Source: an optimization exercise on an open RTL-to-GDS flow (aim: small area). Production flows keep margins and buffers that such runs may drop.
Only simulation tests tie the RTL to the original design; equivalence was not proved.
No activity file was given, so power comes from the tool's default toggle rates.

==> flow/design.v <==
module Sync_top(
    input   wire        PCK,
    input   wire        RSTN,
    input   wire        MRX_FLAG_RE,
    input   [14:0]      MAD,
    input   [31:0]      MDI,
    input   [31:0]      MBE,
    input               MWE,
    input   [9:0]       DI,
    output  [31:0]      MDO_SYNC_TOP,
    output  reg         HLOCK,
    output  reg         VLOCK,
    output  reg         SYNC_ACT,
    output  reg[9:0]    SYNC_DO
);
	reg  [10:0]	SYNC_HSP;
	wire		aSYNC_HSP = MWE&(MAD==15'h0020);
	wire [10:0]	bSYNC_HSP = MDI[10:0];
	always @(posedge PCK or negedge RSTN) begin
		if(!RSTN)		SYNC_HSP <= 11'd1;
		else if(aSYNC_HSP)	SYNC_HSP <= (MBE[10:0] & bSYNC_HSP) | (~MBE[10:0] & SYNC_HSP);
	end
	wire [31:0]	wSYNC_HSP = {32{MAD==15'h0020}} & {21'd0, SYNC_HSP};
	reg  [10:0]	SYNC_VSP;
	wire		aSYNC_VSP = MWE&(MAD==15'h0021);
	wire [10:0]	bSYNC_VSP = MDI[10:0];
	always @(posedge PCK or negedge RSTN) begin
		if(!RSTN)		SYNC_VSP <= 11'd28;
		else if(aSYNC_VSP)	SYNC_VSP <= (MBE[10:0] & bSYNC_VSP) | (~MBE[10:0] & SYNC_VSP);
	end
	wire [31:0]	wSYNC_VSP = {32{MAD==15'h0021}} & {21'd0, SYNC_VSP};
	reg  [11:0]	SYNC_HTW;
	wire		aSYNC_HTW = MWE&(MAD==15'h0016);
	wire [11:0]	bSYNC_HTW = MDI[11:0];
	always @(posedge PCK or negedge RSTN) begin
		if(!RSTN)		SYNC_HTW <= 12'd2200;
		else if(aSYNC_HTW)	SYNC_HTW <= (MBE[11:0] & bSYNC_HTW) | (~MBE[11:0] & SYNC_HTW);
	end
	wire [31:0]	wSYNC_HTW = {32{MAD==15'h0016}} & {20'd0, SYNC_HTW};
	reg  [10:0]	SYNC_VTW;
	wire		aSYNC_VTW = MWE&(MAD==15'h0017);
	wire [10:0]	bSYNC_VTW = MDI[10:0];
	always @(posedge PCK or negedge RSTN) begin
		if(!RSTN)		SYNC_VTW <= 11'd1125;
		else if(aSYNC_VTW)	SYNC_VTW <= (MBE[10:0] & bSYNC_VTW) | (~MBE[10:0] & SYNC_VTW);
	end
	wire [31:0]	wSYNC_VTW = {32{MAD==15'h0017}} & {21'd0, SYNC_VTW};
	reg  [10:0]	SYNC_HW;
	wire		aSYNC_HW = MWE&(MAD==15'h0018);
	wire [10:0]	bSYNC_HW = MDI[10:0];
	always @(posedge PCK or negedge RSTN) begin
		if(!RSTN)		SYNC_HW <= 11'd1920;
		else if(aSYNC_HW)	SYNC_HW <= (MBE[10:0] & bSYNC_HW) | (~MBE[10:0] & SYNC_HW);
	end
	wire [31:0]	wSYNC_HW = {32{MAD==15'h0018}} & {21'd0, SYNC_HW};
	reg  [10:0]	SYNC_VW;
	wire		aSYNC_VW = MWE&(MAD==15'h0019);
	wire [10:0]	bSYNC_VW = MDI[10:0];
	always @(posedge PCK or negedge RSTN) begin
		if(!RSTN)		SYNC_VW <= 11'd1080;
		else if(aSYNC_VW)	SYNC_VW <= (MBE[10:0] & bSYNC_VW) | (~MBE[10:0] & SYNC_VW);
	end
	wire [31:0]	wSYNC_VW = {32{MAD==15'h0019}} & {21'd0, SYNC_VW};
	reg  [ 2:0]	CH;
	wire		aCH = MWE&(MAD==15'h002a);
	wire [ 2:0]	bCH = MDI[2:0];
	always @(posedge PCK or negedge RSTN) begin
		if(!RSTN)		CH <= 3'd0;
		else if(aCH)	CH <= (MBE[2:0] & bCH) | (~MBE[2:0] & CH);
	end
	wire [31:0]	wCH = {32{MAD==15'h002a}} & {29'd0, CH};
	reg  [ 0:0]	SYNC_UP;
	wire		aSYNC_UP = MWE&(MAD==15'h002b);
	wire [ 0:0]	bSYNC_UP = MDI[0:0];
	always @(posedge PCK or negedge RSTN) begin
		if(!RSTN)		SYNC_UP <= 1'd0;
		else if(aSYNC_UP)	SYNC_UP <= (MBE[0:0] & bSYNC_UP) | (~MBE[0:0] & SYNC_UP);
	end
	wire [31:0]	wSYNC_UP = {32{MAD==15'h002b}} & {31'd0, SYNC_UP};
	reg  [11:0]	DOT_H;
	wire		aDOT_H = MWE&(MAD==15'h0030);
	wire [11:0]	bDOT_H = MDI[11:0];
	always @(posedge PCK or negedge RSTN) begin
		if(!RSTN)		DOT_H <= 12'd960;
		else if(aDOT_H)	DOT_H <= (MBE[11:0] & bDOT_H) | (~MBE[11:0] & DOT_H);
	end
	wire [31:0]	wDOT_H = {32{MAD==15'h0030}} & {20'd0, DOT_H};
	reg  [11:0]	DOT_V;
	wire		aDOT_V = MWE&(MAD==15'h0031);
	wire [11:0]	bDOT_V = MDI[11:0];
	always @(posedge PCK or negedge RSTN) begin
		if(!RSTN)		DOT_V <= 12'd540;
		else if(aDOT_V)	DOT_V <= (MBE[11:0] & bDOT_V) | (~MBE[11:0] & DOT_V);
	end
	wire [31:0]	wDOT_V = {32{MAD==15'h0031}} & {20'd0, DOT_V};
	reg  [11:0]	DOT_W;
	wire		aDOT_W = MWE&(MAD==15'h0032);
	wire [11:0]	bDOT_W = MDI[11:0];
	always @(posedge PCK or negedge RSTN) begin
		if(!RSTN)		DOT_W <= 12'd10;
		else if(aDOT_W)	DOT_W <= (MBE[11:0] & bDOT_W) | (~MBE[11:0] & DOT_W);
	end
	wire [31:0]	wDOT_W = {32{MAD==15'h0032}} & {20'd0, DOT_W};
	wire [31:0]	W_SYNC_TOP = wSYNC_HSP|wSYNC_VSP|wSYNC_HTW|wSYNC_VTW|wSYNC_HW|wSYNC_VW|wCH|wSYNC_UP|wDOT_H|wDOT_V|wDOT_W;
    assign  MDO_SYNC_TOP = W_SYNC_TOP;
reg [11:0] HCNT;  
reg [10:0] VCNT;  
wire ACT_H = (SYNC_HSP <= HCNT) & (HCNT < SYNC_HSP + SYNC_HW);
wire ACT_V = (SYNC_VSP <= VCNT) & (VCNT < SYNC_VSP + SYNC_VW);
wire ACT_T = ACT_H & ACT_V;
reg         SYNC_ON;
always @(posedge PCK or negedge RSTN) begin
    if(!RSTN)           SYNC_ON <= 1'd0;
    else if(aSYNC_UP)   SYNC_ON <= 1'd1;
    else if(MRX_FLAG_RE)   SYNC_ON <= 1'd0;
end
wire CNT_RST = SYNC_ON&MRX_FLAG_RE;
always @ (posedge PCK or negedge RSTN) begin
    if(!RSTN)
        HCNT <= 12'b0;
    else
        if(HLOCK | CNT_RST) HCNT <= 12'b0;
        else                HCNT <= HCNT + 12'b1;
end
always @ (posedge PCK or negedge RSTN) begin
    if(!RSTN)           VCNT <= 11'b0;
    else if(CNT_RST)    VCNT <= 11'b0;
    else if(HLOCK) begin
        if(VLOCK)       VCNT <= 11'b0;
        else            VCNT <= VCNT + 11'b1;
    end
end
always @ (posedge PCK or negedge RSTN) begin
    if(!RSTN)
        HLOCK <= 1'b0;
    else begin
        if(HCNT == SYNC_HTW - 2'd2)
            HLOCK <= 1'b1;
        else
            HLOCK <= 1'b0;
    end
end
wire VLOCK_CON = (VCNT == SYNC_VTW -1)&(HCNT == SYNC_HTW -2);
always @ (posedge PCK or negedge RSTN) begin
    if(!RSTN)
        VLOCK <= 1'b0;
    else begin
        if(VLOCK_CON)
            VLOCK <= 1'b1;
        else
            VLOCK <= 1'b0;
    end 
end
always @ (posedge PCK or negedge RSTN) begin
    if(!RSTN)
        SYNC_ACT <= 1'b0;
    else 
        SYNC_ACT <= ACT_T;
end
reg [11:0] MOVING_H;
reg TURN_H;
wire [5:0] PIXEL_W = 6'd20;
wire [11:0] PIXEL_SPEED = 11'd15;
always @ (posedge PCK or negedge RSTN) begin
    if(!RSTN) begin
        MOVING_H <= 12'd1;    
        TURN_H <= 1'b1;
    end else if(VLOCK) begin
        if(MOVING_H >= SYNC_HSP + SYNC_HW - 1'b1- PIXEL_W)
            TURN_H <= 1'b0;
        else if(MOVING_H <= SYNC_HSP + PIXEL_W)
            TURN_H <= 1'b1;
        else
            TURN_H <= TURN_H;
        MOVING_H <= TURN_H ? (MOVING_H + PIXEL_SPEED) : (MOVING_H - PIXEL_SPEED);
    end else MOVING_H <= MOVING_H;
end
reg [11:0] MOVING_V;
reg TURN_V;
always @(posedge PCK or negedge RSTN) begin
    if(!RSTN) begin
        MOVING_V <= 12'd28;   
        TURN_V <= 1'b1;
    end else if(VLOCK) begin
        if(MOVING_V >= SYNC_VSP + SYNC_VW - 1'b1 - PIXEL_W)
            TURN_V <= 1'b0;
        else if(MOVING_V <= SYNC_VSP + PIXEL_W)
            TURN_V <= 1'b1;
        else
            TURN_V <= TURN_V;
        MOVING_V <= TURN_V ? (MOVING_V + PIXEL_SPEED) : (MOVING_V - PIXEL_SPEED);
    end else MOVING_V <= MOVING_V;
end
wire [7:0] PIXEL = (((MOVING_V - PIXEL_W <= VCNT)&
                (VCNT <= MOVING_V + PIXEL_W))&
                ((MOVING_H - PIXEL_W < HCNT)&
                (HCNT < MOVING_H + PIXEL_W))
                )?
                8'b11111111:8'b0;
wire [7:0] DOT = (((DOT_V - DOT_W <= VCNT)&
                (VCNT <= DOT_V + DOT_W))&
                ((DOT_H - DOT_W < HCNT)&
                (HCNT < DOT_H + DOT_W))
                )?
                8'b11111111:8'b0;
always @ (posedge PCK or negedge RSTN) begin
    if(!RSTN)
        SYNC_DO <= 10'b0;
    else begin
        if(ACT_T)
            case(CH)
                3'd0:
                    SYNC_DO <= {DI};
                3'd1:
                    SYNC_DO <= {PIXEL,2'b0};
                3'd2:
                    SYNC_DO <= {HCNT[7:0],2'b0};
                3'd3:
                    SYNC_DO <= {VCNT[7:0],2'b0};
                3'd4:
                    SYNC_DO <= {HCNT[7:0]^VCNT[7:0],2'b0};
                3'd5:
                    SYNC_DO <= {DI[7:0], 2'b0};
                4'd6:
                    SYNC_DO <= {DOT};
                default:
                    SYNC_DO <= {DI};
            endcase
        else
            SYNC_DO <= 10'b0;
    end
end
endmodule
==> flow/run.sh <==
#!/bin/bash
# synth_recipe.tcl (not shown) runs the flow's synth.tcl, then flattens the netlist and writes it again
# the make line also repeats each setting of config.mk as NAME=value (left out here)
make -C /OpenROAD-flow-scripts/flow DESIGN_CONFIG=/design/flow/config.mk WORK_HOME=/design/flow/orfs CLKGATE_MAP_FILE= SYNTH_SCRIPT=/design/flow/synth_recipe.tcl finish
==> flow/config.mk <==
export PLATFORM = sky130hd
export DESIGN_NAME = Sync_top
export DESIGN_NICKNAME = Sync_top
export VERILOG_FILES = /design/flow/design.v
export SDC_FILE = /design/flow/constraint.sdc
export NUM_CORES = 4
export LEC_CHECK = 0
export CAP_MARGIN = 20
export CORE_MARGIN = 2
export CORE_UTILIZATION = 40
export SLEW_MARGIN = 20
==> flow/constraint.sdc <==
create_clock -name core_clock -period 6.7 [get_ports {PCK}]
set_input_delay 1.3400 -clock core_clock [delete_from_list [all_inputs] [get_ports {PCK}]]
set_output_delay 1.3400 -clock core_clock [all_outputs]
set_load 0.01 [all_outputs]
==> summary.txt <==
Synth
  • Unique masters post-synth: 80
  • Number of flops mapped to enable cells by yosys: 0
  • Synthesized area per cell: 8.704 µm²
  • Cells after synthesis: 2,099
  • Seq/Total Area, Yosys: 0.2354
  • Synthesized flop and latch total: 170
  • Main synth FF type: dfrtp_1
  • Mapped Area: 0.01827 mm²
  • Fraction of registers with async set/reset: 1.000
  • Yosys Warn Count: 1

Routing
  • Wirelength, routed: 64,580 µm
  • Residual DRC count: 0
  • Vias per inst: 5.883
  • Drt first pass iters: 5
  • Initial DRC count: 1,419
  • Vias: 16,110
  • Antenna-violating nets left: 0
  • DR WL/cell: 23.58 µm

STA
  • Crit share post-route: 0.8811
  • Fin. max-slew vios: 0
  • Fmax achieved: 169.4 MHz
  • Final Hold Fails: 0
  • Clock Skew: 0.01883 ns
  • RSZ-0062 raised after global routing: false
  • Number of endpoints failing setup at the final stage: 0
  • Slew headroom: 0.2748
  • Period minus WS final: 5.904 ns
  • Tightest Pin Transition: 1.087 ns
  • Setup tns final: 0 ns

Layout
  • Filler cells: 4,407
  • Fraction of layout cells with a size suffix above 1: 0.1024
  • Non-filler cells, final: 2,739
  • Ant diodes: 0
  • Synthesis-to-layout area growth: 9.978%
  • Nets: 2,522

Power
  • Pwr Density: 146.4 mW/mm²
  • Logic pwr share: 0.223
  • Switch Pwr: 1.045 mW
  • Sequential power share: 0.396
  • Pleak: 9.124 nW
  • VDD IR-drop max: 197.6 µV
  • Internal Power: 1.897 mW
  • Sw Share: 0.3552
  • Clock Power Share: 0.381

Place
  • Placed insts: 2,707
  • Post-DP HPWL: 49,600 µm
  • Buffers on Ports: 77
  • GPL Wtd Cong: 0.9852

Clocking
  • Resized Gates After CTS: 0
  • Clk sinks: 170
  • Clock edge transition at the registers on the reported setup and hold paths: 0.08 ns
  • Cts bufs inserted: 17
  • TritonCTS clock tree: built
  • # Post-CTS Setup Buffers: 0
  • Clock tree buffer depth: 2
  • H-tree levels: 4
  • CTS Hold Buffers Added: 0
  • Clock Tree Root: clkbuf_16
  • Clock Latency Late Sink: 0.51 ns

Status
  • Outcome: timing/DRC/antenna clean

Setup path
  • Critical Path End Type: primary output
  • Critical Path Source: MAD[12]
  • Critical Path Source Type: primary input
  • Max FO, Critical Path: 14
  • Crit-path cells: clkdlybuf4s50_1 > nor4_2 > nand2_2 > or4_1 > nor3b_1 > a21oi_1 > nand3_1 > clkdlybuf4s50_1
  • Worst Path Class, Setup: in2out
  • CP arrival: 4.56 ns
  • Crit path required time: 5.36 ns
  • CP dominant cell by count: clkdlybuf4s50_1
  • Critical-path top delay cell: or4_1
  • Slowest stage delay, CP: 0.87 ns

Die
  • Initial Utilization: 0.4043
  • # IOs: 138
  • Die area: 0.04740 mm²
  • Die H: 217.7 µm
  • Core box area: 0.04519 mm²
  • DIE WIDTH: 217.7 µm
  • Rows: 78

GRT
  • Number of global-route vias before repair: 15,470
  • Total GRT Usage: 0.2745
  • First-pass GRT wire length: 95,880 µm
  • Initial antenna violation count: 0
  • Largest net degree at the start of global routing: 78
  • Gr ovfl total: 0

Worst hold path
  • Hold Crit Class: reg2reg

Job
  • Max-capacitance violation count: 0
-- final cells by class --
| type | instances | area [µm²] | share of cell area |
|---|---|---|---|
| clock buffer | 18 | 429.2 | 0.02136 |
| clock inverter | 14 | 207.7 | 0.01034 |
| multi-input combinational | 1691 | 12950 | 0.6447 |
| timing repair buffer | 89 | 862.1 | 0.04290 |
| inverter | 157 | 589.3 | 0.02933 |
| tap | 600 | 750.7 | 0.03736 |
| sequential | 170 | 4300 | 0.2140 |
-- synthesized netlist by cell type (12+ instances only) --
library cell / n / share of area
nand2_1: 188 / 0.039
and3_1: 18 / 0.0062
and2_1: 13 / 0.0045
nor2_1: 148 / 0.030
a22oi_1: 22 / 0.0090
mux2i_1: 19 / 0.010
o21ai_0: 105 / 0.029
nand3_1: 33 / 0.0090
a21o_1: 39 / 0.016
o31ai_1: 14 / 0.0058
buf_4: 27 / 0.011
nor3_1: 47 / 0.013
or3_1: 13 / 0.0045
dfstp_2: 37 / 0.053
buf_2: 23 / 0.0063
ha_1: 292 / 0.20
nor2b_1: 24 / 0.0082
mux2_2: 99 / 0.061
o21bai_1: 14 / 0.0058
xnor2_1: 115 / 0.055
a221oi_1: 12 / 0.0058
nand4_1: 30 / 0.010
xor2_1: 52 / 0.025
clkbuf_1: 46 / 0.0095
o21a_1: 12 / 0.0049
inv_1: 156 / 0.032
nand2b_1: 22 / 0.0075
a211oi_1: 24 / 0.0099
a21oi_1: 125 / 0.034
dfrtp_1: 133 / 0.18
-- worst max-delay path: cells and delay by family --
kind / cells / cell delay (ns)
AO/OA/AOI/OAI: 1 / 0.07
buffers and inverters: 2 / 1.21
AND/OR/NAND/NOR: 5 / 1.93
-- stage by stage --
step	hold slack (ns)	power [mW]	setup WS [ns]	util	cell area (µm²)
2_1_floorplan	0.4802	1.516	2.345	-	18340
3_3_place_gp	0.5026	1.796	0.8807	0.4304	19450
3_5_place_dp	0.5018	1.820	0.9091	0.4304	19450
4_1_cts	0.5200	2.955	0.8961	0.4445	20090
5_1_grt	0.5351	3.067	0.7061	0.4447	20090
6_report	0.5236	2.942	0.7965	0.4447	20090
-- per-layer routing --
metal	track usage	part of all wire	wire, µm
met5	0	0	0
met1	0.3583	0.43	27590
met4	0.1174	0.039	2512
met2	0.4396	0.46	29600
met3	0.05607	0.075	4875
-- power groups by stage --
stage / clock, mW / combinational, mW / sequential [mW]
4_1_cts: 1.15 / 0.642 / 1.16
6_report: 1.12 / 0.656 / 1.16
2_1_floorplan: 0 / 0.399 / 1.12
5_1_grt: 1.18 / 0.720 / 1.17
3_3_place_gp: 0 / 0.614 / 1.18
3_5_place_dp: 0 / 0.639 / 1.18
-- path summary, 6_finish.rpt --
kind	endpoint	slack [ns]	cells past startpoint
min in group asynchronous	asynchronous set/reset pin	0.85	1
hold reg to reg	register	0.52	1
max in group asynchronous	asynchronous set/reset pin	4.65	2
hold / removal	register	0.52	1
setup reg to reg	SYNC_DO[6]$_DFF_PN0_	1.65	18
setup / recovery	MDO_SYNC_TOP[0]	0.80	8
-- logic make-up after synthesis --
family	share of synthesized area
AND/OR/NAND/NOR	0.1515
AO/OA/AOI/OAI	0.1763
adder cells (fa/ha/maj)	0.2120
buffers and inverters	0.05992
flip-flops	0.2354
XOR/XNOR	0.08006
multiplexers	0.08458
other	0.0002053
-- placed cells by master, fill, tap and decap left out, types with 9 or more instances in the layout --
cell type	instances
a2111oi_0	9
a211oi_1	24
a21o_1	39
a21oi_1	125
a221oi_1	12
a22oi_1	22
and2_1	13
and3_1	18
buf_4	12
clkbuf_16	17
clkdlybuf4s50_1	76
conb_1	20
dfrtp_1	133
dfstp_2	37
fa_1	11
ha_1	292
inv_1	156
mux2_2	99
mux2_4	10
mux2i_1	19
nand2_1	188
nand2b_1	22
nand3_1	33
nand4_1	30
nor2_1	148
nor2b_1	23
nor3_1	47
nor4_1	11
o2111ai_1	10
o211ai_1	11
o21a_1	12
o21ai_0	105
o21bai_1	14
o31ai_1	13
o41ai_1	9
or3_1	13
xnor2_1	115
xor2_1	52

-- what the ideal ports hide --
The flow's constraints put no driver on any port. The routed layout listed below was extracted and timed again, unchanged, in two steps.
Step 1 (the two cells are an assumption about what drives the block):
set clk [get_ports {PCK}]
set_driving_cell -lib_cell sky130_fd_sc_hd__clkbuf_16 $clk
set_driving_cell -lib_cell sky130_fd_sc_hd__buf_2 [delete_from_list [all_inputs] $clk]
Step 2 also shifts input and output timing later by t, the mid clock arrival at the registers, as if the neighbouring blocks saw the same clock.
Slacks: ideal ports / drivers / drivers and shift; pairs: ideal ports / drivers.
t, ns: 0.559
setup WS [ns]: 0.796 / 0.772 / 0.772
worst hold slack (ns): 0.524 / 0.524 / 0.524
worst setup path after step 2: input to output
latest minus earliest clock arrival (ns): 0.019 / 0.020
After both steps this run still meets setup and hold. For this run, drivers alone change the setup slack by -0.024 ns; drivers and shift together by -0.024 ns.
